What follows belongs to an exercise in optimizing a design on an open flow for small area; a production flow would make more cautious choices.
Function was checked by simulation only, so behaviour that the tests miss may differ from the original.
In every run shown here, the design's own scripts or RTL, not TritonCTS, make the clock network.
No driver is modelled on the clock port, so clock power and skew are understated where the tree is cut down; a real chip needs a root buffer or a tree.
Power and IR drop assume default switching activity.

==> design/flow/design.v <==
module cpu_inv (input logic a, output wire y);
  assign y = ~a;
endmodule
module cpu_nand2 (input logic a, b, output wire y);
  assign y = ~(a & b);
endmodule
module cpu_nor2 (input logic a, b, output wire y);
  assign y = ~(a | b);
endmodule
module cpu_and2 (input wire a, b, output wire x);
  assign x = a & b;
endmodule
module cpu_a2bb2o (input wire a1_n, a2_n, b1, b2, output wire x);
  assign x = (~a1_n & ~a2_n) | (b1 & b2);
endmodule
module cpu_or2 (input wire a, b, output wire x);
  assign x = a | b;
endmodule
module cpu_nand3 (input logic a, b, c, output wire y);
  assign y = ~(a & b & c);
endmodule
module cpu_nor3 (input logic a, b, c, output wire y);
  assign y = ~(a | b | c);
endmodule
module cpu_and3 (input logic a, b, c, output wire x);
  assign x = a & b & c;
endmodule
module cpu_nor4 (input logic a, b, c, d, output wire y);
  assign y = ~(a | b | c | d);
endmodule
module cpu_xor2 (input logic a, b, output wire x);
  assign x = a ^ b;
endmodule
module cpu_xnor2 (input logic a, b, output wire y);
  assign y = ~(a ^ b);
endmodule
module cpu_ha (input logic a, b, output wire s, c);
  assign s = a ^ b;
  assign c = a & b;
endmodule
module cpu_a21o (input logic a1, a2, b1, output wire x);
  assign x = (a1 & a2) | b1;
endmodule
module cpu_a21oi (input logic a1, a2, b1, output wire y);
  assign y = ~((a1 & a2) | b1);
endmodule
module cpu_o21ai (input logic a1, a2, b1, output wire y);
  assign y = ~((a1 | a2) & b1);
endmodule
module cpu_a22o (input logic a1, a2, b1, b2, output wire x);
  assign x = (a1 & a2) | (b1 & b2);
endmodule
module cpu_a22oi (input logic a1, a2, b1, b2, output wire y);
  assign y = ~((a1 & a2) | (b1 & b2));
endmodule
module cpu_o22a (input logic a1, a2, b1, b2, output wire x);
  assign x = (a1 | a2) & (b1 | b2);
endmodule
module cpu_a221oi (input logic a1, a2, b1, b2, c1, output wire y);
  assign y = ~((a1 & a2) | (b1 & b2) | c1);
endmodule
module cpu_a222oi (input logic a1, a2, b1, b2, c1, c2, output wire y);
  assign y = ~((a1 & a2) | (b1 & b2) | (c1 & c2));
endmodule
module cpu_dec3a (
  input  wire [2:0] a,
  output wire [7:0] y
);
  wire [2:0] an;
  for (genvar j = 0; j < 3; j++) begin : g_inv
    cpu_inv u (.a(a[j]), .y(an[j]));
  end
  cpu_and3 u0 (.a(an[2]), .b(an[1]), .c(an[0]), .x(y[0]));
  cpu_and3 u1 (.a(an[2]), .b(an[1]), .c(a[0]),  .x(y[1]));
  cpu_and3 u2 (.a(an[2]), .b(a[1]),  .c(an[0]), .x(y[2]));
  cpu_and3 u3 (.a(an[2]), .b(a[1]),  .c(a[0]),  .x(y[3]));
  cpu_and3 u4 (.a(a[2]),  .b(an[1]), .c(an[0]), .x(y[4]));
  cpu_and3 u5 (.a(a[2]),  .b(an[1]), .c(a[0]),  .x(y[5]));
  cpu_and3 u6 (.a(a[2]),  .b(a[1]),  .c(an[0]), .x(y[6]));
  cpu_and3 u7 (.a(a[2]),  .b(a[1]),  .c(a[0]),  .x(y[7]));
endmodule
module cpu_scan (
  input  wire [2:0] i,
  output wire [7:0] sel,
  output wire [7:0] col
);
  wire [2:0] in;
  for (genvar j = 0; j < 3; j++) begin : g_inv
    cpu_inv u (.a(i[j]), .y(in[j]));
  end
  cpu_nand3 u0 (.a(in[2]), .b(in[1]), .c(in[0]), .y(col[7]));
  cpu_nand3 u1 (.a(in[2]), .b(in[1]), .c(i[0]),  .y(col[6]));
  cpu_nand3 u2 (.a(in[2]), .b(i[1]),  .c(in[0]), .y(col[5]));
  cpu_nand3 u3 (.a(in[2]), .b(i[1]),  .c(i[0]),  .y(col[4]));
  cpu_nand3 u4 (.a(i[2]),  .b(in[1]), .c(in[0]), .y(col[3]));
  cpu_nand3 u5 (.a(i[2]),  .b(in[1]), .c(i[0]),  .y(col[2]));
  cpu_nand3 u6 (.a(i[2]),  .b(i[1]),  .c(in[0]), .y(col[1]));
  cpu_nand3 u7 (.a(i[2]),  .b(i[1]),  .c(i[0]),  .y(col[0]));
  for (genvar k = 0; k < 8; k++) begin : g_sel
    cpu_inv u (.a(col[7-k]), .y(sel[k]));
  end
endmodule
module cpu_mux8 (
  input  logic [7:0] sel,
  input  logic [7:0] d,
  output wire       y
);
  wire y0, y1, y2;
  cpu_a222oi u0 (.a1(sel[0]), .a2(d[0]), .b1(sel[1]), .b2(d[1]), .c1(sel[2]), .c2(d[2]), .y(y0));
  cpu_a222oi u1 (.a1(sel[3]), .a2(d[3]), .b1(sel[4]), .b2(d[4]), .c1(sel[5]), .c2(d[5]), .y(y1));
  cpu_a22oi  u2 (.a1(sel[6]), .a2(d[6]), .b1(sel[7]), .b2(d[7]), .y(y2));
  cpu_nand3  u3 (.a(y0), .b(y1), .c(y2), .y(y));
endmodule
module cpu_ctrl (
  input  logic [4:0] op,
  input  logic [7:0] ssel,
  input  logic       c_flag,
  input  logic       cout,
  output wire       l,       
  output wire       inv,     
  output wire       ar,      
  output wire       px,      
  output wire       pxn,
  output wire       ha,      
  output wire       han,
  output wire       rr,      
  output wire       rl,      
  output wire       mvi,     
  output wire [7:0] we,      
  output wire [7:0] wen,     
  output wire       c_next,
  output wire       seq_next
);
  wire [4:0] on;
  for (genvar j = 0; j < 5; j++) begin : g_inv
    cpu_inv u (.a(op[j]), .y(on[j]));
  end
  cpu_nor2  u_l   (.a(on[3]), .b(op[2]), .y(l));                     
  cpu_and3  u_inv (.a(op[3]), .b(op[2]), .c(op[0]), .x(inv));        
  cpu_nor4  u_ar  (.a(op[4]), .b(on[3]), .c(op[1]), .d(op[0]), .y(ar));  
  wire pxa, pxb;
  cpu_a21oi u_pxa (.a1(op[1]), .a2(op[2]), .b1(on[0]), .y(pxa));     
  cpu_nor2  u_pxb (.a(op[4]), .b(op[3]), .y(pxb));                   
  cpu_a21o  u_px  (.a1(op[3]), .a2(pxa), .b1(pxb), .x(px));
  cpu_inv   u_pxn (.a(px), .y(pxn));
  wire t111n;
  cpu_nand3 u_t   (.a(op[3]), .b(op[2]), .c(op[1]), .y(t111n));
  cpu_nor2  u_rr  (.a(t111n), .b(op[0]), .y(rr));                    
  cpu_nor2  u_rl  (.a(t111n), .b(on[0]), .y(rl));                    
  cpu_nor4  u_mvi (.a(on[4]), .b(op[3]), .c(on[2]), .d(op[1]), .y(mvi));  
  wire un, m0, m1, r0w, l0;
  wire [3:0] q;
  cpu_nor3 u_un (.a(op[4]), .b(on[3]), .c(on[2]), .y(un));            
  cpu_nor3 u_m0 (.a(op[4]), .b(op[3]), .c(op[2]), .y(m0));            
  cpu_nor3 u_m1 (.a(op[4]), .b(op[3]), .c(on[2]), .y(m1));            
  cpu_nor2 u_q0 (.a(op[1]), .b(op[0]), .y(q[0]));
  cpu_nor2 u_q1 (.a(op[1]), .b(on[0]), .y(q[1]));
  cpu_nor2 u_q2 (.a(on[1]), .b(op[0]), .y(q[2]));
  cpu_nor2 u_q3 (.a(on[1]), .b(on[0]), .y(q[3]));
  cpu_o21ai u_han (.a1(q[1]), .a2(q[2]), .b1(l), .y(han));          
  cpu_inv   u_ha  (.a(han), .y(ha));
  cpu_nor3 u_l0 (.a(op[4]), .b(on[3]), .c(op[2]), .y(l0));            
  cpu_or2    u_r0w (.a(l0), .b(mvi), .x(r0w));                       
  cpu_a221oi u_w0 (.a1(m0), .a2(q[0]), .b1(un), .b2(ssel[0]), .c1(r0w), .y(wen[0]));
  for (genvar k = 1; k < 4; k++) begin : g_we
    cpu_a22oi u (.a1(m0), .a2(q[k]), .b1(un), .b2(ssel[k]), .y(wen[k]));
  end
  for (genvar k = 4; k < 8; k++) begin : g_we1
    cpu_a22oi u (.a1(m1), .a2(q[k-4]), .b1(un), .b2(ssel[k]), .y(wen[k]));
  end
  for (genvar k = 0; k < 8; k++) begin : g_wen
    cpu_inv u (.a(wen[k]), .y(we[k]));
  end
  wire jn, jnc, cfn;
  cpu_nor3  u_j   (.a(on[4]), .b(op[3]), .c(op[2]), .y(jn));           
  cpu_nor4  u_jnc (.a(on[4]), .b(op[3]), .c(op[2]), .d(op[1]), .y(jnc));  
  cpu_inv   u_cfn (.a(c_flag), .y(cfn));
  cpu_o21ai u_seq (.a1(op[1]), .a2(cfn), .b1(jn), .y(seq_next));
  assign c_next = ar ? cout : (c_flag & ~jnc);
endmodule
module cpu_wsel_e (
  input  logic s, p, g, rsp, rsm, imm,
  input  logic ar, px, ha, rr, rl, mvi,
  output wire w
);
  wire y0, y1;
  cpu_a222oi u0 (.a1(s), .a2(ar), .b1(p), .b2(px), .c1(g), .c2(ha), .y(y0));
  cpu_a222oi u1 (.a1(rsp), .a2(rr), .b1(rsm), .b2(rl), .c1(imm), .c2(mvi), .y(y1));
  cpu_nand2  u2 (.a(y0), .b(y1), .y(w));
endmodule
module cpu_wsel_eh (
  input  wire s, p, g, rsp, rsm,
  input  wire ar, px, ha, rr, rl,
  output wire w
);
  wire y0, y1;
  cpu_a222oi u0 (.a1(s), .a2(ar), .b1(p), .b2(px), .c1(g), .c2(ha), .y(y0));
  cpu_a22oi  u1 (.a1(rsp), .a2(rr), .b1(rsm), .b2(rl), .y(y1));
  cpu_nand2  u2 (.a(y0), .b(y1), .y(w));
endmodule
module cpu_wsel_oh (
  input  wire s, pn, gn, rsp, rsm,
  input  wire ar, pxn, han, rr, rl,
  output wire w
);
  wire tn, y0;
  cpu_o22a   u0 (.a1(pn), .a2(pxn), .b1(gn), .b2(han), .x(tn));
  cpu_a222oi u1 (.a1(s), .a2(ar), .b1(rsp), .b2(rr), .c1(rsm), .c2(rl), .y(y0));
  cpu_nand2  u2 (.a(tn), .b(y0), .y(w));
endmodule
module cpu_wsel_o (
  input  logic s, pn, gn, rsp, rsm, imm,
  input  logic ar, pxn, han, rr, rl, mvi,
  output wire w
);
  wire tn, y0, y1;
  cpu_o22a   u0 (.a1(pn), .a2(pxn), .b1(gn), .b2(han), .x(tn));
  cpu_a222oi u1 (.a1(s), .a2(ar), .b1(rsp), .b2(rr), .c1(rsm), .c2(rl), .y(y0));
  cpu_nand2  u2 (.a(imm), .b(mvi), .y(y1));
  cpu_nand3  u3 (.a(tn), .b(y0), .c(y1), .y(w));
endmodule
module cpu_alu_e0 (
  input  logic rs, r0, rsp, rsm, imm, c,
  input  logic l, inv, ar, px, ha, rr, rl, mvi,
  output wire w, cn_out
);
  wire xa, p, g, s, t;
  cpu_a21o   u_xa (.a1(r0), .a2(l), .b1(inv), .x(xa));
  cpu_or2    u_t  (.a(xa), .b(c), .x(t));
  cpu_ha     u_pg (.a(rs), .b(xa), .s(p), .c(g));
  cpu_nand2  u_c  (.a(rs), .b(t), .y(cn_out));
  cpu_xor2   u_s  (.a(p), .b(c), .x(s));
  cpu_wsel_e u_w  (.s(s), .p(p), .g(g), .rsp(rsp), .rsm(rsm), .imm(imm),
                   .ar(ar), .px(px), .ha(ha), .rr(rr), .rl(rl), .mvi(mvi), .w(w));
endmodule
module cpu_alu_e (
  input  logic rs, r0, rsp, rsm, imm, c,
  input  logic l, inv, ar, px, ha, rr, rl, mvi,
  output wire w, cn_out
);
  wire xa, p, g, s;
  cpu_a21o   u_xa (.a1(r0), .a2(l), .b1(inv), .x(xa));
  cpu_ha     u_pg (.a(rs), .b(xa), .s(p), .c(g));
  cpu_a21oi  u_c  (.a1(p), .a2(c), .b1(g), .y(cn_out));
  cpu_xor2   u_s  (.a(p), .b(c), .x(s));
  cpu_wsel_e u_w  (.s(s), .p(p), .g(g), .rsp(rsp), .rsm(rsm), .imm(imm),
                   .ar(ar), .px(px), .ha(ha), .rr(rr), .rl(rl), .mvi(mvi), .w(w));
endmodule
module cpu_alu_o (
  input  logic rs, r0, rsp, rsm, imm, cn,
  input  logic l, inv, ar, pxn, han, rr, rl, mvi,
  output wire w, c_out
);
  wire xa, pn, gn, s;
  cpu_a21o   u_xa (.a1(r0), .a2(l), .b1(inv), .x(xa));
  cpu_xnor2  u_p  (.a(rs), .b(xa), .y(pn));
  cpu_nand2  u_g  (.a(rs), .b(xa), .y(gn));
  cpu_o21ai  u_c  (.a1(pn), .a2(cn), .b1(gn), .y(c_out));
  cpu_xor2   u_s  (.a(pn), .b(cn), .x(s));
  cpu_wsel_o u_w  (.s(s), .pn(pn), .gn(gn), .rsp(rsp), .rsm(rsm), .imm(imm),
                   .ar(ar), .pxn(pxn), .han(han), .rr(rr), .rl(rl), .mvi(mvi), .w(w));
endmodule
module cpu_alu_eh (
  input  logic rs, r0, rsp, rsm, c,
  input  logic l, inv, ar, px, ha, rr, rl,
  output wire w, cn_out
);
  wire xa, p, g, s;
  cpu_a21o   u_xa (.a1(r0), .a2(l), .b1(inv), .x(xa));
  cpu_ha     u_pg (.a(rs), .b(xa), .s(p), .c(g));
  cpu_a21oi  u_c  (.a1(p), .a2(c), .b1(g), .y(cn_out));
  cpu_xor2   u_s  (.a(p), .b(c), .x(s));
  cpu_wsel_eh u_w  (.s(s), .p(p), .g(g), .rsp(rsp), .rsm(rsm),
                   .ar(ar), .px(px), .ha(ha), .rr(rr), .rl(rl), .w(w));
endmodule
module cpu_alu_oh (
  input  logic rs, r0, rsp, rsm, cn,
  input  logic l, inv, ar, pxn, han, rr, rl,
  output wire w, c_out
);
  wire xa, pn, gn, s;
  cpu_a21o   u_xa (.a1(r0), .a2(l), .b1(inv), .x(xa));
  cpu_xnor2  u_p  (.a(rs), .b(xa), .y(pn));
  cpu_nand2  u_g  (.a(rs), .b(xa), .y(gn));
  cpu_o21ai  u_c  (.a1(pn), .a2(cn), .b1(gn), .y(c_out));
  cpu_xor2   u_s  (.a(pn), .b(cn), .x(s));
  cpu_wsel_oh u_w  (.s(s), .pn(pn), .gn(gn), .rsp(rsp), .rsm(rsm),
                   .ar(ar), .pxn(pxn), .han(han), .rr(rr), .rl(rl), .w(w));
endmodule
module cpu_pc (
  input  wire        seq,
  input  wire [3:0]  tgt,
  input  wire [10:0] q,
  output wire [10:0] pc
);
  wire        seqn;
  wire [10:0] c;      
  wire [10:0] inc;
  cpu_inv u_sn (.a(seq), .y(seqn));
  assign c[2] = q[1];
  for (genvar b = 2; b < 10; b++) begin : g_inc
    cpu_ha u_ha (.a(q[b]), .b(c[b]), .s(inc[b]), .c(c[b+1]));
  end
  cpu_xor2 u_x10 (.a(q[10]), .b(c[10]), .x(inc[10]));
  cpu_a22o   u_p0 (.a1(seq), .a2(q[0]), .b1(seqn), .b2(tgt[0]), .x(pc[0]));
  cpu_a2bb2o u_p1 (.a1_n(seqn), .a2_n(q[1]), .b1(seqn), .b2(tgt[1]), .x(pc[1]));
  cpu_a22o   u_p2 (.a1(seq), .a2(inc[2]), .b1(seqn), .b2(tgt[2]), .x(pc[2]));
  cpu_a22o   u_p3 (.a1(seq), .a2(inc[3]), .b1(seqn), .b2(tgt[3]), .x(pc[3]));
  for (genvar b = 4; b < 11; b++) begin : g_hi
    cpu_and2 u (.a(seq), .b(inc[b]), .x(pc[b]));
  end
endmodule
module cpu (
  input  logic        rst_n,
  input  logic        boot_mode,
  input  logic        clk,
  input  logic [23:0] counter,
  output wire  [7:0]  col,
  output wire  [7:0]  row,
  input  logic [15:0] dout,
  output logic [10:0] pc_out
);
  logic [4:0] op;
  logic [2:0] sss;
  assign op  = dout[7:3];
  assign sss = dout[2:0];
  logic [7:0] regs [8];
  logic       c_flag;
  logic       seq;
  logic [3:0] tgt;
  wire [7:0] isel;
  cpu_scan u_scan (.i(counter[15:13]), .sel(isel), .col(col));
  wire [7:0] ssel;
  cpu_dec3a u_sdec (.a(sss), .y(ssel));
  wire [7:0] rs;
  for (genvar b = 0; b < 8; b++) begin : g_rd
    wire [7:0] colb;
    for (genvar k = 0; k < 8; k++) begin : g_k
      assign colb[k] = regs[k][b];
    end
    cpu_mux8 u_rmux (.sel(ssel), .d(colb), .y(rs[b]));
    cpu_mux8 u_lmux (.sel(isel), .d(colb), .y(row[7-b]));
  end
  logic       l, inv, ar, px, pxn, ha, han, rr, rl, mvi;
  wire [7:0] we, wen;
  logic       cout, c_next, seq_next;
  cpu_ctrl u_ctrl (.op(op), .ssel(ssel), .c_flag(c_flag), .cout(cout),
                   .l(l), .inv(inv), .ar(ar), .px(px), .pxn(pxn), .ha(ha), .han(han),
                   .rr(rr), .rl(rl), .mvi(mvi), .we(we), .wen(wen),
                   .c_next(c_next), .seq_next(seq_next));
  wire [7:0] w;
  wire [8:0] cc;
  assign cc[0] = op[2];
  for (genvar b = 0; b < 8; b++) begin : g_alu
    if (b == 0) begin : g_e0
      cpu_alu_e0 u (.rs(rs[b]), .r0(regs[0][b]), .rsp(rs[(b+1)%8]), .rsm(rs[(b+7)%8]),
                    .imm(dout[b]), .c(cc[b]), .l(l), .inv(inv), .ar(ar), .px(px), .ha(ha),
                    .rr(rr), .rl(rl), .mvi(mvi), .w(w[b]), .cn_out(cc[b+1]));
    end else if (b % 2 == 0 && b < 4) begin : g_el
      cpu_alu_e u (.rs(rs[b]), .r0(regs[0][b]), .rsp(rs[(b+1)%8]), .rsm(rs[(b+7)%8]),
                   .imm(dout[b]), .c(cc[b]), .l(l), .inv(inv), .ar(ar), .px(px), .ha(ha),
                   .rr(rr), .rl(rl), .mvi(mvi), .w(w[b]), .cn_out(cc[b+1]));
    end else if (b % 2 == 0) begin : g_eh
      cpu_alu_eh u (.rs(rs[b]), .r0(regs[0][b]), .rsp(rs[(b+1)%8]), .rsm(rs[(b+7)%8]),
                    .c(cc[b]), .l(l), .inv(inv), .ar(ar), .px(px), .ha(ha),
                    .rr(rr), .rl(rl), .w(w[b]), .cn_out(cc[b+1]));
    end else if (b < 4) begin : g_ol
      cpu_alu_o u (.rs(rs[b]), .r0(regs[0][b]), .rsp(rs[(b+1)%8]), .rsm(rs[(b+7)%8]),
                   .imm(dout[b]), .cn(cc[b]), .l(l), .inv(inv), .ar(ar), .pxn(pxn), .han(han),
                   .rr(rr), .rl(rl), .mvi(mvi), .w(w[b]), .c_out(cc[b+1]));
    end else begin : g_oh
      cpu_alu_oh u (.rs(rs[b]), .r0(regs[0][b]), .rsp(rs[(b+1)%8]), .rsm(rs[(b+7)%8]),
                    .cn(cc[b]), .l(l), .inv(inv), .ar(ar), .pxn(pxn), .han(han),
                    .rr(rr), .rl(rl), .w(w[b]), .c_out(cc[b+1]));
    end
  end
  assign cout = cc[8];
  wire  [7:0] rnext [8];
  for (genvar k = 0; k < 8; k++) begin : g_wr
    for (genvar b = 0; b < 8; b++) begin : g_b
      cpu_a22o u (.a1(w[b]), .a2(we[k]), .b1(regs[k][b]), .b2(wen[k]), .x(rnext[k][b]));
    end
  end
  wire [10:0] pc;
  cpu_pc u_pc (.seq(seq), .tgt(tgt), .q(pc_out), .pc(pc));
  always_ff @(posedge clk or negedge rst_n) begin
    if (!rst_n) begin
      for (int k = 0; k < 8; k++) regs[k] <= 8'd0;
      c_flag <= 1'b0;
      seq    <= 1'b0;
      tgt    <= 4'd0;
      pc_out <= 11'd0;
    end else begin
      for (int k = 0; k < 8; k++) regs[k] <= rnext[k];
      c_flag <= c_next;
      seq    <= seq_next;
      tgt    <= dout[3:0];
      pc_out <= pc;
    end
  end
endmodule
==> design/flow/flow/run.sh <==
#!/bin/bash
# Own layout flow: the standard synthesis, then every combinational cell
# set to its smallest drive strength, then the standard layout steps with
# plain buf_1 port buffers, synthesis buffers removed, and a clock tree of
# clkbuf_4 without dummy loads. Hooks: post_place.tcl sizes the reset port
# buffer; clocktree.tcl rebalances the clock tree's leaves. Each tool's output goes to its own log here.
set -euo pipefail
bash standard.sh synth > synth.log 2>&1
res=orfs/results/$FLOW_PLATFORM/cpu/base
SYNTH_ODB=$res/1_synth.odb openroad -no_init -exit flow/downsize.tcl > downsize.log 2>&1
bash standard.sh finish REMOVE_ABC_BUFFERS=1 \
  POST_GLOBAL_PLACE_TCL=$PWD/flow/post_place.tcl POST_CTS_TCL=$PWD/flow/clocktree.tcl \
  "BUFFER_PORTS_ARGS=-buffer_cell sky130_fd_sc_hd__buf_1" \
  "CTS_ARGS=-sink_clustering_enable -repair_clock_nets -dont_use_dummy_load -buf_list sky130_fd_sc_hd__clkbuf_4" \
  > finish.log 2>&1
==> design/flow/flow/clocktree.tcl <==
# After clock tree synthesis: rebuild the clock tree in the same two-level
# shape (a root buffer and eight leaf buffers, all clkbuf_4), but with the
# registers split by position into eight groups of equal size, so that no
# leaf drives more than its share.
set block [ord::get_db_block]
set clknet [[$block findBTerm clk] getNet]
set sinks {}
set bufs {}
set todo [list $clknet]
while {[llength $todo] > 0} {
  set net [lindex $todo 0]
  set todo [lrange $todo 1 end]
  foreach it [$net getITerms] {
    if {[$it getIoType] ne "INPUT"} { continue }
    set inst [$it getInst]
    set m [[$inst getMaster] getName]
    if {[string match "sky130_fd_sc_hd__clkbuf_*" $m]} {
      lappend bufs $inst
      lappend todo [[$inst findITerm X] getNet]
    } else {
      lappend sinks $it
    }
  }
}
puts "clock tree: [llength $bufs] buffers, [llength $sinks] sinks"
set nets {}
foreach b $bufs { lappend nets [[$b findITerm X] getNet] }
foreach it $sinks { $it disconnect }
foreach b $bufs { odb::dbInst_destroy $b }
foreach n $nets { odb::dbNet_destroy $n }

proc loc {it} {
  set b [[$it getInst] getBBox]
  return [list [expr {([$b xMin] + [$b xMax]) / 2}] [expr {([$b yMin] + [$b yMax]) / 2}]]
}
proc split2 {items axis} {
  set s [lsort -integer -index $axis [lmap it $items {concat [loc $it] [list $it]}]]
  set h [expr {[llength $s] / 2}]
  return [list [lmap e [lrange $s 0 [expr {$h - 1}]] {lindex $e 2}] [lmap e [lrange $s $h end] {lindex $e 2}]]
}
set groups {}
foreach a [split2 $sinks 0] {
  foreach b [split2 $a 1] {
    foreach c [split2 $b 0] { lappend groups $c }
  }
}
set master [[ord::get_db] findMaster sky130_fd_sc_hd__clkbuf_4]
set root [odb::dbInst_create $block $master clkbuf_root]
set rootnet [odb::dbNet_create $block clknet_root]
$rootnet setSigType CLOCK
[$root findITerm A] connect $clknet
[$root findITerm X] connect $rootnet
set n 0
set rx 0; set ry 0
foreach g $groups {
  set sx 0; set sy 0
  foreach it $g { lassign [loc $it] x y; incr sx $x; incr sy $y }
  set cx [expr {$sx / [llength $g]}]
  set cy [expr {$sy / [llength $g]}]
  incr rx $cx; incr ry $cy
  set inst [odb::dbInst_create $block $master clkbuf_leaf_$n]
  $inst setLocation $cx $cy
  $inst setPlacementStatus PLACED
  set net [odb::dbNet_create $block clknet_leaf_$n]
  $net setSigType CLOCK
  [$inst findITerm A] connect $rootnet
  [$inst findITerm X] connect $net
  foreach it $g { $it connect $net }
  puts "clock leaf $n: [llength $g] sinks at $cx $cy"
  incr n
}
$root setLocation [expr {$rx / $n}] [expr {$ry / $n}]
$root setPlacementStatus PLACED
detailed_placement
check_placement -verbose
estimate_parasitics -placement
report_clock_skew
==> design/flow/flow/downsize.tcl <==
# Give every combinational cell of the synthesized netlist its smallest
# drive strength; the later repair steps size up what timing needs.
set odb $::env(SYNTH_ODB)
read_db $odb
set db [ord::get_db]
set block [ord::get_db_block]
set smallest [dict create]
foreach lib [$db getLibs] {
  foreach m [$lib getMasters] {
    set n [$m getName]
    if {![regexp {^(sky130_fd_sc_hd__[a-z0-9]+)_([0-9]+)$} $n -> base drive]} { continue }
    if {[regexp {lpflow|probe} $n]} { continue }
    set area [expr {[$m getWidth] * [$m getHeight]}]
    if {[dict exists $smallest $base]} {
      lassign [dict get $smallest $base] bm ba bd
      if {$area > $ba || ($area == $ba && $drive <= $bd)} { continue }
    }
    dict set smallest $base [list $m $area $drive]
  }
}
set n 0
foreach inst [$block getInsts] {
  set m [$inst getMaster]
  set name [$m getName]
  if {![regexp {^(sky130_fd_sc_hd__([a-z0-9]+))_([0-9]+)$} $name -> base short drive]} { continue }
  # registers keep their cells; buffers are handled by the flow
  if {[regexp {^(df|dl|sdf|edf|sed|buf|clk|conb|tap|fill|decap|dly)} $short]} { continue }
  if {![dict exists $smallest $base]} { continue }
  set nm [lindex [dict get $smallest $base] 0]
  if {[$nm getName] ne $name} {
    $inst swapMaster $nm
    incr n
  }
}
puts "downsized $n instances"
write_db $odb
==> design/flow/flow/post_place.tcl <==
# After global placement: the reset input drives every register, so give
# its port buffer the drive for that load instead of a tree of repair buffers.
set block [ord::get_db_block]
set net [[$block findBTerm rst_n] getNet]
foreach it [$net getITerms] {
  if {[$it isInputSignal]} {
    set inst [$it getInst]
    if {[string match "sky130_fd_sc_hd__buf_*" [[$inst getMaster] getName]]} {
      puts "rst_n port buffer [$inst getName] -> buf_6"
      replace_cell [$inst getName] sky130_fd_sc_hd__buf_6
    }
  }
}
==> design/flow/standard.sh <==
#!/bin/bash
# synth_recipe.tcl (not shown) runs the flow's synth.tcl, then flattens the netlist and writes it again
# the make line also repeats each setting of config.mk as NAME=value (left out here)
make -C /OpenROAD-flow-scripts/flow DESIGN_CONFIG=/design/flow/config.mk WORK_HOME=/design/flow/orfs CLKGATE_MAP_FILE= SYNTH_SCRIPT=/design/flow/synth_recipe.tcl "${@:-finish}"
==> design/flow/config.mk <==
export PLATFORM = sky130hd
export DESIGN_NAME = cpu
export DESIGN_NICKNAME = cpu
export VERILOG_FILES = /design/flow/design.v
export SDC_FILE = /design/flow/constraint.sdc
export NUM_CORES = 4
export LEC_CHECK = 0
export CAP_MARGIN = 20
export CORE_MARGIN = 2
export CORE_UTILIZATION = 60
export GPL_TIMING_DRIVEN = 0
export SLEW_MARGIN = 20
export SYNTH_HIERARCHICAL = 1
==> design/flow/constraint.sdc <==
create_clock -name core_clock -period 4.5 [get_ports {clk}]
set_input_delay 0.9000 -clock core_clock [delete_from_list [all_inputs] [get_ports {clk}]]
set_output_delay 0.9000 -clock core_clock [all_outputs]
set_load 0.01 [all_outputs]
==> flow_summary_export.csv, run 1 <==
group,metric,value,unit
floorplan,chipHeight,87.2,um
yosys,synth_area,0.00416,sq mm
run,cap_violations,0,
drt,vias,3741,
yosys,syn-instance-count,373,
drt,first_pass_iters,8,
sta,finalCritPeriodShare,0.946,
sta,period_needed,4260,ps
worst_hold_path,min_path_type,"reg2reg",
sta,setup_viol,0,
yosys,avgSynthCellArea,11.1,sq um
critical_path,cp_slowest_cell,"a222oi_1",
cells_and_area,drive_above_1_share,0.121,
drt,routed_wl,12000,um
critical_path,cp-end-kind,"register",
floorplan,row_count,30,
critical_path,crit_chain,"clkbuf_2, inv_2, and3_1, a222oi_1, nand3_2, xnor2_2, o21ai_1, a21oi_1, o21ai_1, a21oi_1, o21ai_1, a21oi_1, xor2_1, a222oi_1, nand2_2, a22o_1",
sta,max-slew-margin-rel,0.357,
clock_tree,cts.sinks,81,
floorplan,die-area,0.00761,sq mm
critical_path,critPathLaunchType,"input pin",
sta,max_freq,235,MHz
cells_and_area,layout.nets,479,
yosys,synth_warnings,9,
cells_and_area,area_delta_synth_final,8.46,%
critical_path,path_class,"in2reg",
sta,fin_worst_skew,14.8,ps
sta,rsz0062_at_grt,"false",
grt,grt-ovfl-total,0,
sta,tightestPinTransition,964,ps
grt,grt.total_usage,0.327,
drt,via_per_inst,7.45,
critical_path,cp_data_required_time,4830,ps
critical_path,reg2reg_slack,820,ps
clock_tree,clk_pin_slew,100,ps
sta,finalHoldViolations,0,
grt,grt_pass1_wl,19100,um
power,ir_drop,0.236,mV
run_status,outcome,"timing/DRC/antenna clean",
grt,grt_max_degree,82,
critical_path,cp_slowest_stage_delay,500,ps
placed_design,hpwl,8410,um
floorplan,die_w,87.2,um
critical_path,cp.arrival,4590,ps
drt,drt_iter0_drc,603,
drt,wl_per_cell,23.9,um
cells_and_area,stdcell_area,0.00451,sq mm
floorplan,core_area,0.00676,sq mm
cells_and_area,diodes,0,
cells_and_area,nFillCells,555,
cells_and_area,layout.cells.non_filler,502,
placed_design,placed_cell_area,0.00442,sq mm
drt,drt.antenna.violating_nets,0,
floorplan,pin_count,70,
grt,antenna_found_initial,0,
sta,slew_viol_final,0,
power,leakagePower,2.22,nW
drt,drcViolationCount,0,
grt,grt_pass1_vias,3510,
placed_design,io_buffers,39,
floorplan,start_util,0.615,
critical_path,crit_fanout,9,
power,p_per_area,396,mW/mm^2
clock_tree,clk_latency,450,ps
placed_design,placedCellCount,492,
-- registers in the layout, summed over array words and instances (netlist names) --
signal and count:
seq 1, tgt 4, regs 64, pc_out 11
c_flag 1
-- cells in the final DEF, fill, tap and decap left out --
cell type  count
nand2_2        1
and2_1         7
or2_2          2
nand2b_1       1
a22oi_1       25
clkbuf_4       9
a222oi_1      42
buf_6          1
nand3_1       26
a21o_1         9
nor4_2         1
xor2_1         9
a221oi_1       1
and3_1         9
o22a_1         4
inv_2         31
nor4_1         2
clkbuf_2       4
nand2_1       13
a21oi_1        4
xnor2_2        1
o2bb2ai_1      1
nor2_1         8
o21ai_1        7
nor3_1         5
ha_1          12
buf_1         35
nand3_2        1
a22o_1        67
xnor2_1        3
dfrtp_1       81
-- through the flow --
step	hold slack, ps	worst slack (ps)	setup TNS [ps]	utilization	total power, mW
after floorplan	433	645	0	-	1.29
after global placement	437	-510	-46420	0.652	1.45
after detailed placement	448	-479	-6590	0.654	1.46
after global routing	500	28.4	0	0.667	1.89
final	470	242	0	0.667	1.78
-- path summary, 6_finish.rpt --
check,start,endpoint,cells after the start
min in group asynchronous,rst_n,regs[2][5],1
min,tgt[2],pc_out[2],1
max reg2reg,regs[3][1],regs[7][7],13
max,dout[2],regs[7][7],16
min reg2reg,tgt[2],pc_out[2],1
max in group asynchronous,rst_n,regs[6][1],1
-- power breakdown --
| group | switching [mW] | internal [mW] | leakage (nW) |
|---|---|---|---|
| sequential | 0.125 | 0.866 | 1.08 |
| combinational | 0.280 | 0.201 | 1.10 |
| clock | 0.219 | 0.0928 | 0.0414 |
-- worst max-delay path: cells and delay by family --
kind,cells,cell delay (ps)
compound gates,9,2260
xor+xnor,2,390
simple gates,3,780
buf+inv,2,250
-- metal layers --
| metal | track usage | share of wire | vias to the layer above |
|---|---|---|---|
| li1 | - | - | 1650 |
| met1 | 0.494 | 0.42 | 1789 |
| met2 | 0.464 | 0.42 | 266 |
| met3 | 0.0654 | 0.11 | 36 |
| met4 | 0.124 | 0.042 | 0 |
| met5 | 0 | 0 | - |
-- layout make-up --
class / count / area, sq um / share of cell area
Inverter: 31 / 116 / 0.0258
Multi-Input combinational cell: 261 / 2040 / 0.451
Buffer: 9 / 67.6 / 0.0150
Tap cell: 80 / 100 / 0.0222
Timing Repair Buffer: 40 / 163 / 0.0361
Sequential cell: 81 / 2030 / 0.450
==> inputs of run 2 (changes only) <==
--- a/design/flow/design.v
+++ b/design/flow/design.v
@@ -62,22 +62,23 @@
 module cpu_a222oi (input logic a1, a2, b1, b2, c1, c2, output wire y);
   assign y = ~((a1 & a2) | (b1 & b2) | (c1 & c2));
 endmodule
-module cpu_dec3a (
+module cpu_dec3 (
   input  wire [2:0] a,
   output wire [7:0] y
 );
   wire [2:0] an;
+  wire [3:0] hn;    
   for (genvar j = 0; j < 3; j++) begin : g_inv
     cpu_inv u (.a(a[j]), .y(an[j]));
   end
-  cpu_and3 u0 (.a(an[2]), .b(an[1]), .c(an[0]), .x(y[0]));
-  cpu_and3 u1 (.a(an[2]), .b(an[1]), .c(a[0]),  .x(y[1]));
-  cpu_and3 u2 (.a(an[2]), .b(a[1]),  .c(an[0]), .x(y[2]));
-  cpu_and3 u3 (.a(an[2]), .b(a[1]),  .c(a[0]),  .x(y[3]));
-  cpu_and3 u4 (.a(a[2]),  .b(an[1]), .c(an[0]), .x(y[4]));
-  cpu_and3 u5 (.a(a[2]),  .b(an[1]), .c(a[0]),  .x(y[5]));
-  cpu_and3 u6 (.a(a[2]),  .b(a[1]),  .c(an[0]), .x(y[6]));
-  cpu_and3 u7 (.a(a[2]),  .b(a[1]),  .c(a[0]),  .x(y[7]));
+  cpu_nand2 u_h0 (.a(an[1]), .b(an[0]), .y(hn[0]));
+  cpu_nand2 u_h1 (.a(an[1]), .b(a[0]),  .y(hn[1]));
+  cpu_nand2 u_h2 (.a(a[1]),  .b(an[0]), .y(hn[2]));
+  cpu_nand2 u_h3 (.a(a[1]),  .b(a[0]),  .y(hn[3]));
+  for (genvar k = 0; k < 4; k++) begin : g_y
+    cpu_nor2 u0 (.a(hn[k]), .b(a[2]),  .y(y[k]));
+    cpu_nor2 u1 (.a(hn[k]), .b(an[2]), .y(y[k+4]));
+  end
 endmodule
 module cpu_scan (
   input  wire [2:0] i,
@@ -331,7 +332,7 @@
   wire [7:0] isel;
   cpu_scan u_scan (.i(counter[15:13]), .sel(isel), .col(col));
   wire [7:0] ssel;
-  cpu_dec3a u_sdec (.a(sss), .y(ssel));
+  cpu_dec3 u_sdec (.a(sss), .y(ssel));
   wire [7:0] rs;
   for (genvar b = 0; b < 8; b++) begin : g_rd
     wire [7:0] colb;
--- a/design/flow/config.mk
+++ b/design/flow/config.mk
@@ -9,5 +9,6 @@
 export CORE_MARGIN = 2
 export CORE_UTILIZATION = 60
 export GPL_TIMING_DRIVEN = 0
+export PLACE_DENSITY = 0.7
 export SLEW_MARGIN = 20
 export SYNTH_HIERARCHICAL = 1
==> run 2 against run 1 <==
Still clean on timing, DRC and antenna; combinational power is 1% higher; sequential share of layout area is 0.075 points higher; power is 0.27% lower; maximum frequency is 2.4% lower; sequential power hardly changed; worst hold slack better by 5.6 ps; first-iteration DRC count is 20% lower; design area is 0.17% lower; sequential cell count stayed put; utilization is 0.11 points lower; routed wire length is 0.81% lower; synthesized area is 0.12% lower; largest cell class unchanged; highest routed layer unchanged.
==> flow_summary_export.csv, run 2 <==
group,metric,value,unit
run_status,outcome,"timing/DRC/antenna clean",
sta,max_freq,229,MHz
grt,antenna_found_initial,0,
sta,max-slew-margin-rel,0.254,
sta,tightestPinTransition,1120,ps
sta,period_needed,4360,ps
drt,top_layer_used,"met4",
yosys,syn-instance-count,377,
cells_and_area,final_core_util,0.666,
drt,via_per_inst,7.49,
sta,rsz0062_at_grt,"false",
placed_design,hpwl,8330,um
grt,grt.total_usage,0.323,
drt,drt_iter0_drc,482,
critical_path,critPathLaunchType,"input pin",
critical_path,cp_data_required_time,4820,ps
drt,dr_wl_met2,5080,um
yosys,avgSynthCellArea,11.0,sq um
critical_path,crit_fanout,9,
cells_and_area,top_regs,"regs x64, pc_out x11, tgt x4",
worst_hold_path,min_path_type,"reg2reg",
drt,drt.antenna.violating_nets,0,
cells_and_area,final_cell_mix,"dfrtp_1, a22o_1, a222oi_1",
sta,setup_viol,0,
power,ir_drop,0.269,mV
critical_path,worstSetupStartpoint,"dout[1]",
cells_and_area,area_delta_synth_final,8.41,%
sta,slew_viol_final,0,
grt,grt_pass1_vias,3446,
placed_design,placed_cell_area,0.00441,sq mm
sta,finalHoldViolations,0,
cells_and_area,final_common_cell,"dfrtp_1",
floorplan,row_count,30,
floorplan,die-area,0.00760,sq mm
cells_and_area,top_register,"regs",
floorplan,core_area,0.00676,sq mm
critical_path,cp.arrival,4680,ps
sta,fin_worst_skew,18.9,ps
floorplan,die_w,87.2,um
drt,wl_met1,5020,um
grt,grt_pass1_wl,18600,um
drt,first_pass_iters,8,
drt,vias,3781,
grt,grt-ovfl-total,0,
drt,routed_wl,11900,um
floorplan,chipHeight,87.2,um
floorplan,start_util,0.615,
placed_design,io_buffers,39,
drt,wl_per_cell,23.6,um
clock_tree,cts.sinks,81,
clock_tree,clk_latency,430,ps
power,leakagePower,2.19,nW
critical_path,reg2reg_from,"regs[3][1]",
power,p_per_area,395,mW/mm^2
worst_hold_path,min-delay-start,"tgt[3]",
critical_path,path_class,"in2reg",
sta,finalCritPeriodShare,0.970,
yosys,synth_area,0.00415,sq mm
cells_and_area,drive_above_1_share,0.118,
yosys,synth_warnings,9,
drt,route.met3.wl,1350,um
clock_tree,clk_pin_slew,100,ps
critical_path,reg2reg_slack,710,ps
cells_and_area,largest_register_ffs,64,
cells_and_area,stdcell_area,0.00450,sq mm
grt,grt_max_degree,82,
cells_and_area,layout.nets,482,
run,cap_violations,0,
floorplan,pin_count,70,
critical_path,cp-end-kind,"register",
drt,drcViolationCount,0,
cells_and_area,diodes,0,
-- run 2: cell type report --
class                   count  area (sq um)
multi-input cells         265          2040
plain buffers               9          67.6
fillers                   570          2250
flip-flops and latches     81          2030
repair buffers             39           155
well taps                  80           100
inverters                  31           116
-- run 2: layer usage --
metal,up-vias,global-route usage
met5,-,0
met4,0,0.116
met3,27,0.0777
met2,278,0.457
met1,1822,0.486
li1,1654,-
-- run 2: worst paths after layout --
kind,to,depth (start not counted)
hold reg to reg,pc_out[3],1
setup / recovery,regs[1][7],17
max in group asynchronous,regs[7][6],1
setup reg to reg,regs[1][7],13
hold / removal,pc_out[3],1
min in group asynchronous,regs[2][5],1
-- run 2: report_power, final --
part	switching, mW	total (mW)	internal, mW
registers	0.122	0.988	0.866
logic	0.285	0.487	0.201
clock network	0.211	0.304	0.0930
total	0.619	1.78	1.16
-- run 2: stage by stage --
stage | setup WS (ps) | total power, mW | setup TNS (ps) | cells | hold WS [ps]
final | 136 | 1.78 | 0 | 505 | 476
after global routing | 0.638 | 1.88 | 0 | 505 | 503
after detailed placement | -429 | 1.46 | -5690 | 496 | 453
after global placement | -512 | 1.45 | -46110 | 496 | 438
after floorplan | 727 | 1.29 | 0 | 377 | 433
-- run 2: critical path: stages --
cell	delay (ps)
buf_1	230
inv_2	60
nand2_1	90
nor2_1	140
a222oi_1	540
nand3_2	250
xnor2_2	210
o21ai_1	190
a21oi_1	130
o21ai_1	230
a21oi_1	130
o21ai_1	240
a21oi_1	140
xor2_1	180
a222oi_1	410
nand2_2	280
a22o_1	310
==> inputs of run 3 (changes only) <==
--- a/design/flow/config.mk
+++ b/design/flow/config.mk
@@ -9,6 +9,5 @@
 export CORE_MARGIN = 2
 export CORE_UTILIZATION = 60
 export GPL_TIMING_DRIVEN = 0
-export PLACE_DENSITY = 0.7
 export SLEW_MARGIN = 20
 export SYNTH_HIERARCHICAL = 1
==> run 3 against run 2 <==
Clock power is essentially flat; clock skew is the same; critical path type unchanged; combinational power is essentially flat; still clean on timing, DRC and antenna; synthesized area is the same.
==> flow_summary_export.csv, run 3 <==
group,metric,value,unit
cells_and_area,diodes,0,
sta,tightestPinTransition,1120,ps
cells_and_area,final_common_cell,"dfrtp_1",
critical_path,cp_slowest_stage_delay,540,ps
cells_and_area,final_cell_mix,"dfrtp_1, a22o_1, a222oi_1",
floorplan,row_count,30,
critical_path,cp-end-kind,"register",
worst_hold_path,holdPathStages,1,
drt,first_pass_iters,8,
floorplan,pin_count,70,
drt,wl_per_cell,23.6,um
power,p_per_area,395,mW/mm^2
cells_and_area,top_register,"regs",
sta,period_needed,4360,ps
sta,whs,476,ps
cells_and_area,layout.nets,482,
critical_path,cp_slowest_cell,"a222oi_1",
sta,setup_slack,136,ps
clock_tree,clk_pin_slew,100,ps
sta,rsz0062_at_grt,"false",
clock_tree,clk_latency,430,ps
critical_path,cp.arrival,4680,ps
critical_path,worstSetupStartpoint,"dout[1]",
drt,vias,3781,
grt,grt_pass1_vias,3446,
yosys,synth_warnings,9,
floorplan,die_w,87.2,um
cells_and_area,drive_above_1_share,0.118,
clock_tree,cts.sinks,81,
grt,grt-ovfl-total,0,
run,cap_violations,0,
grt,grt.total_usage,0.323,
floorplan,chipHeight,87.2,um
drt,drcViolationCount,0,
drt,routed_wl,11900,um
grt,antenna_found_initial,0,
floorplan,core_area,0.00676,sq mm
floorplan,die-area,0.00760,sq mm
sta,max-slew-margin-rel,0.254,
sta,fin_setup_tns,0,ps
placed_design,io_buffers,39,
floorplan,start_util,0.615,
worst_hold_path,min-delay-start,"tgt[3]",
critical_path,reg2reg_slack,710,ps
cells_and_area,top_regs,"regs x64, pc_out x11, tgt x4",
critical_path,reg2reg_depth,13,
critical_path,path_class,"in2reg",
power,ir_drop,0.269,mV
sta,setup_viol,0,
placed_design,dp_slack,-429,ps
drt,drt_iter0_drc,482,
critical_path,crit_chain,"buf_1, inv_2, nand2_1, nor2_1, a222oi_1, nand3_2, xnor2_2, o21ai_1, a21oi_1, o21ai_1, a21oi_1, o21ai_1, a21oi_1, xor2_1, a222oi_1, nand2_2, a22o_1",
run_status,outcome,"timing/DRC/antenna clean",
cells_and_area,layout.cells.non_filler,505,
sta,slew_viol_final,0,
critical_path,crit_fanout,9,
yosys,syn-instance-count,377,
critical_path,critPathLaunchType,"input pin",
critical_path,path_depth,17,
critical_path,crit_family,"compound AO/OA/AOI/OAI gates",
worst_hold_path,min_path_type,"reg2reg",
cells_and_area,largest_register_ffs,64,
placed_design,placedCellCount,496,
yosys,avgSynthCellArea,11.0,sq um
drt,drt.antenna.violating_nets,0,
sta,max_freq,229,MHz
critical_path,path_buf_inv,2,
critical_path,reg2reg_from,"regs[3][1]",
sta,finalCritPeriodShare,0.970,
grt,grt_pass1_wl,18600,um
cells_and_area,area_delta_synth_final,8.41,%
placed_design,hpwl,8330,um
sta,fin_worst_skew,18.9,ps
power,leakagePower,2.19,nW
grt,grt_max_degree,82,
yosys,synth_area,0.00415,sq mm
drt,via_per_inst,7.49,
cells_and_area,nFillCells,570,
sta,finalHoldViolations,0,
critical_path,cp_data_required_time,4820,ps
## run 3: cell counts in the layout (fill, tap and decap cells not counted)
Identical to the previous run, type by type.
## run 3: metrics by stage
stage           util  cell area (sq um)  total power, mW
3_3_place_gp   0.651               4400             1.45
3_5_place_dp   0.653               4410             1.46
6_report       0.666               4500             1.78
2_1_floorplan      -               4150             1.29
5_1_grt        0.666               4500             1.88
## run 3: power breakdown
part | switching [mW] | internal [mW]
Combinational | 0.285 | 0.201
Clock | 0.211 | 0.0930
Sequential | 0.122 | 0.866
## run 3: path summary, 6_finish.rpt
kind,endpoint
worst min-delay path,pc_out[3]
worst min register to register,pc_out[3]
worst max register to register,regs[1][7]
min in group asynchronous,regs[2][5]
worst max-delay path,regs[1][7]
max in group asynchronous,regs[7][6]
## run 3: final cells by class
| class | instances | area [sq um] | area share |
|---|---|---|---|
| Multi-Input combinational cell | 265 | 2040 | 0.452 |
| Sequential cell | 81 | 2030 | 0.450 |
| Timing Repair Buffer | 39 | 155 | 0.0345 |
| Buffer | 9 | 67.6 | 0.0150 |
| Inverter | 31 | 116 | 0.0258 |
| Tap cell | 80 | 100 | 0.0222 |
## run 3: metal layers
metal,GRT usage,vias to the layer above,routed length (um)
met5,0,-,0
met3,0.0777,27,1350
met1,0.486,1822,5020
li1,-,1654,-
met2,0.457,278,5080
met4,0.116,0,461
==> inputs of run 4 (changes only) <==
--- a/design/flow/design.v
+++ b/design/flow/design.v
@@ -62,23 +62,22 @@
 module cpu_a222oi (input logic a1, a2, b1, b2, c1, c2, output wire y);
   assign y = ~((a1 & a2) | (b1 & b2) | (c1 & c2));
 endmodule
-module cpu_dec3 (
+module cpu_dec3a (
   input  wire [2:0] a,
   output wire [7:0] y
 );
   wire [2:0] an;
-  wire [3:0] hn;    
   for (genvar j = 0; j < 3; j++) begin : g_inv
     cpu_inv u (.a(a[j]), .y(an[j]));
   end
-  cpu_nand2 u_h0 (.a(an[1]), .b(an[0]), .y(hn[0]));
-  cpu_nand2 u_h1 (.a(an[1]), .b(a[0]),  .y(hn[1]));
-  cpu_nand2 u_h2 (.a(a[1]),  .b(an[0]), .y(hn[2]));
-  cpu_nand2 u_h3 (.a(a[1]),  .b(a[0]),  .y(hn[3]));
-  for (genvar k = 0; k < 4; k++) begin : g_y
-    cpu_nor2 u0 (.a(hn[k]), .b(a[2]),  .y(y[k]));
-    cpu_nor2 u1 (.a(hn[k]), .b(an[2]), .y(y[k+4]));
-  end
+  cpu_and3 u0 (.a(an[2]), .b(an[1]), .c(an[0]), .x(y[0]));
+  cpu_and3 u1 (.a(an[2]), .b(an[1]), .c(a[0]),  .x(y[1]));
+  cpu_and3 u2 (.a(an[2]), .b(a[1]),  .c(an[0]), .x(y[2]));
+  cpu_and3 u3 (.a(an[2]), .b(a[1]),  .c(a[0]),  .x(y[3]));
+  cpu_and3 u4 (.a(a[2]),  .b(an[1]), .c(an[0]), .x(y[4]));
+  cpu_and3 u5 (.a(a[2]),  .b(an[1]), .c(a[0]),  .x(y[5]));
+  cpu_and3 u6 (.a(a[2]),  .b(a[1]),  .c(an[0]), .x(y[6]));
+  cpu_and3 u7 (.a(a[2]),  .b(a[1]),  .c(a[0]),  .x(y[7]));
 endmodule
 module cpu_scan (
   input  wire [2:0] i,
@@ -332,7 +331,7 @@
   wire [7:0] isel;
   cpu_scan u_scan (.i(counter[15:13]), .sel(isel), .col(col));
   wire [7:0] ssel;
-  cpu_dec3 u_sdec (.a(sss), .y(ssel));
+  cpu_dec3a u_sdec (.a(sss), .y(ssel));
   wire [7:0] rs;
   for (genvar b = 0; b < 8; b++) begin : g_rd
     wire [7:0] colb;
--- a/design/flow/flow/run.sh
+++ b/design/flow/flow/run.sh
@@ -3,7 +3,7 @@
 # set to its smallest drive strength, then the standard layout steps with
 # plain buf_1 port buffers, synthesis buffers removed, and a clock tree of
 # clkbuf_4 without dummy loads. Hooks: post_place.tcl sizes the reset port
-# buffer; clocktree.tcl rebalances the clock tree's leaves. Each tool's output goes to its own log here.
+# buffer; clocktree.tcl rebuilds the clock tree as four clkbuf_8 leaves. Each tool's output goes to its own log here.
 set -euo pipefail
 bash standard.sh synth > synth.log 2>&1
 res=orfs/results/$FLOW_PLATFORM/cpu/base
--- a/design/flow/flow/clocktree.tcl
+++ b/design/flow/flow/clocktree.tcl
@@ -1,7 +1,6 @@
-# After clock tree synthesis: rebuild the clock tree in the same two-level
-# shape (a root buffer and eight leaf buffers, all clkbuf_4), but with the
-# registers split by position into eight groups of equal size, so that no
-# leaf drives more than its share.
+# After clock tree synthesis: rebuild the clock tree as one level of four
+# clkbuf_8, each driving a quarter of the registers (split by position), fed
+# from the clock port.
 set block [ord::get_db_block]
 set clknet [[$block findBTerm clk] getNet]
 set sinks {}
@@ -39,38 +38,27 @@
   return [list [lmap e [lrange $s 0 [expr {$h - 1}]] {lindex $e 2}] [lmap e [lrange $s $h end] {lindex $e 2}]]
 }
 set groups {}
-foreach a [split2 $sinks 0] {
-  foreach b [split2 $a 1] {
-    foreach c [split2 $b 0] { lappend groups $c }
-  }
+foreach half [split2 $sinks 0] {
+  foreach q [split2 $half 1] { lappend groups $q }
 }
-set master [[ord::get_db] findMaster sky130_fd_sc_hd__clkbuf_4]
-set root [odb::dbInst_create $block $master clkbuf_root]
-set rootnet [odb::dbNet_create $block clknet_root]
-$rootnet setSigType CLOCK
-[$root findITerm A] connect $clknet
-[$root findITerm X] connect $rootnet
+set master [[ord::get_db] findMaster sky130_fd_sc_hd__clkbuf_8]
 set n 0
-set rx 0; set ry 0
 foreach g $groups {
   set sx 0; set sy 0
   foreach it $g { lassign [loc $it] x y; incr sx $x; incr sy $y }
   set cx [expr {$sx / [llength $g]}]
   set cy [expr {$sy / [llength $g]}]
-  incr rx $cx; incr ry $cy
   set inst [odb::dbInst_create $block $master clkbuf_leaf_$n]
   $inst setLocation $cx $cy
   $inst setPlacementStatus PLACED
   set net [odb::dbNet_create $block clknet_leaf_$n]
   $net setSigType CLOCK
-  [$inst findITerm A] connect $rootnet
+  [$inst findITerm A] connect $clknet
   [$inst findITerm X] connect $net
   foreach it $g { $it connect $net }
   puts "clock leaf $n: [llength $g] sinks at $cx $cy"
   incr n
 }
-$root setLocation [expr {$rx / $n}] [expr {$ry / $n}]
-$root setPlacementStatus PLACED
 detailed_placement
 check_placement -verbose
 estimate_parasitics -placement
==> run 4 against run 3 <==
Still clean; power is 1.3% lower; sequential cell count unchanged; sequential power is essentially flat; die area rose by 0.11%; critical endpoint is now regs[7][7]; largest power group unchanged; highest routed layer unchanged.
==> flow_summary_export.csv, run 4 <==
group,metric,value,unit
power,ir_drop,0.305,mV
placed_design,dp_slack,-479,ps
sta,slew_viol_final,0,
drt,first_pass_iters,9,
power,p_per_area,385,mW/mm^2
cells_and_area,multi_input_area,0.00209,sq mm
sta,fin_setup_tns,0,ps
worst_hold_path,min_path_type,"reg2reg",
cells_and_area,diodes,0,
drt,routed_wl,12100,um
grt,grt_pass1_wl,18900,um
cells_and_area,layout.nets,475,
floorplan,die-area,0.00761,sq mm
critical_path,path_class,"in2reg",
floorplan,core_area,0.00676,sq mm
yosys,synth_warnings,9,
placed_design,placed_cell_area,0.00442,sq mm
cells_and_area,nFillCells,550,
sta,max-slew-margin-rel,0.367,
power,p_total,1.76,mW
floorplan,chipHeight,87.2,um
clock_tree,clk_pin_slew,120,ps
cells_and_area,area_delta_synth_final,9.57,%
cells_and_area,top_register,"regs",
critical_path,cp_data_required_time,4570,ps
grt,grt_max_degree,82,
drt,drt.antenna.violating_nets,0,
yosys,syn-instance-count,373,
sta,tightestPinTransition,950,ps
run_status,outcome,"timing/DRC/antenna clean",
cells_and_area,final_cell_mix,"dfrtp_1, a22o_1, a222oi_1",
cells_and_area,stdcell_area,0.00456,sq mm
critical_path,crit_fanout,9,
critical_path,cp-end-kind,"register",
critical_path,critPathLaunchType,"input pin",
sta,finalHoldViolations,0,
sta,fin_worst_skew,10.4,ps
drt,drcViolationCount,0,
placed_design,io_buffers,39,
cells_and_area,final_core_util,0.674,
grt,antenna_found_initial,0,
grt,grt_pass1_vias,3453,
yosys,avgSynthCellArea,11.1,sq um
cells_and_area,top_regs,"regs x64, pc_out x11, tgt x4",
grt,grt.total_usage,0.329,
critical_path,cp.arrival,4450,ps
floorplan,start_util,0.615,
drt,via_per_inst,7.56,
cells_and_area,final_common_cell,"dfrtp_1",
drt,wl_per_cell,24.3,um
grt,grt-ovfl-total,0,
power,leakagePower,2.23,nW
drt,vias,3765,
yosys,synth_area,0.00416,sq mm
floorplan,pin_count,70,
clock_tree,cts.sinks,81,
sta,max_freq,228,MHz
sta,setup_slack,123,ps
drt,drt_iter0_drc,586,
cells_and_area,drive_above_1_share,0.132,
sta,setup_viol,0,
placed_design,hpwl,8410,um
run,cap_violations,0,
sta,period_needed,4380,ps
floorplan,die_w,87.2,um
sta,finalCritPeriodShare,0.973,
clock_tree,clk_latency,170,ps
cells_and_area,largest_register_ffs,64,
cells_and_area,seq_area,0.00203,sq mm
floorplan,row_count,30,
## run 4: critical path: stages
cell      delay, ps
clkbuf_2        190
inv_2            60
and3_1          280
a222oi_1        510
nand3_2         260
xnor2_4         210
o21ai_2         190
a21oi_2         100
o21ai_2         210
a21oi_2         100
o21ai_2         190
a21oi_2          90
xor2_1          160
a222oi_1        390
nand2_2         270
a22o_1          310
## run 4: layout make-up
class | instances | area share
buffer | 4 | 0.0121
inverter | 31 | 0.0255
multi-input combinational | 261 | 0.458
sequential | 81 | 0.445
tap | 80 | 0.0220
timing repair buffer | 41 | 0.0374
## run 4: power by group
| group | switching [mW] | internal (mW) |
|---|---|---|
| Combinational | 0.293 | 0.210 |
| Clock | 0.178 | 0.0835 |
| Sequential | 0.125 | 0.866 |
| Total | 0.596 | 1.16 |
## run 4: per-layer routing
layer / up-vias / track usage / part of all wire
met3: 38 / 0.0521 / 0.10
met4: 0 / 0.150 / 0.043
li1: 1647 / - / -
met5: - / 0 / 0
met1: 1814 / 0.501 / 0.43
met2: 266 / 0.461 / 0.43
## run 4: worst paths after layout
check	to	slack (ps)	start	cells past startpoint
worst max-delay path	regs[7][7]	120	dout[2]	16
worst min-delay path	pc_out[2]	470	tgt[2]	1
worst max register to register	regs[7][7]	970	regs[3][1]	13
worst min register to register	pc_out[2]	470	tgt[2]	1
max in group asynchronous	pc_out[9]	3240	rst_n	1
min in group asynchronous	c_flag	730	rst_n	1
## run 4: per-stage QoR
stage,cells,hold slack (ps)
global placement,492,437
detailed placement,492,448
global route,498,502
finish,498,472
floorplan,373,433

separate check: timing with driven ports:
The flow's constraints put no driver on any port. The routed layouts listed below were extracted and timed again, unchanged, in two steps. Step 1, drivers: a clkbuf_16 drives clk and a buf_2 each remaining input, both assumed. Step 2, shift: input delay + t, output delay - t, t = (earliest + latest rising clock arrival at the registers) / 2. This alone moves slack from input paths to output paths. a / b / c = no drivers / after step 1 / after step 2; a / b = the first two.
| run | shift t [ns] | setup WS [ns] | latest minus earliest clock arrival (ns) | cell pins on the clock port's net |
|---|---|---|---|---|
| run 1 | 0.474 | 0.242 / 0.248 / -0.226 | 0.014 / 0.014 | 1 |
| run 2 | 0.452 | 0.136 / 0.138 / -0.313 | 0.019 / 0.019 | 1 |
| run 3 | 0.452 | 0.136 / 0.138 / -0.313 | 0.019 / 0.019 | 1 |
| run 4 | 0.230 | 0.123 / 0.163 / -0.067 | 0.012 / 0.011 | 4 |
With both steps, setup timing fails in every run listed, where it was met with ideal ports. The setup slack of run 1, which loses most, moves by +0.006 ns with the drivers and by -0.468 ns with both steps.
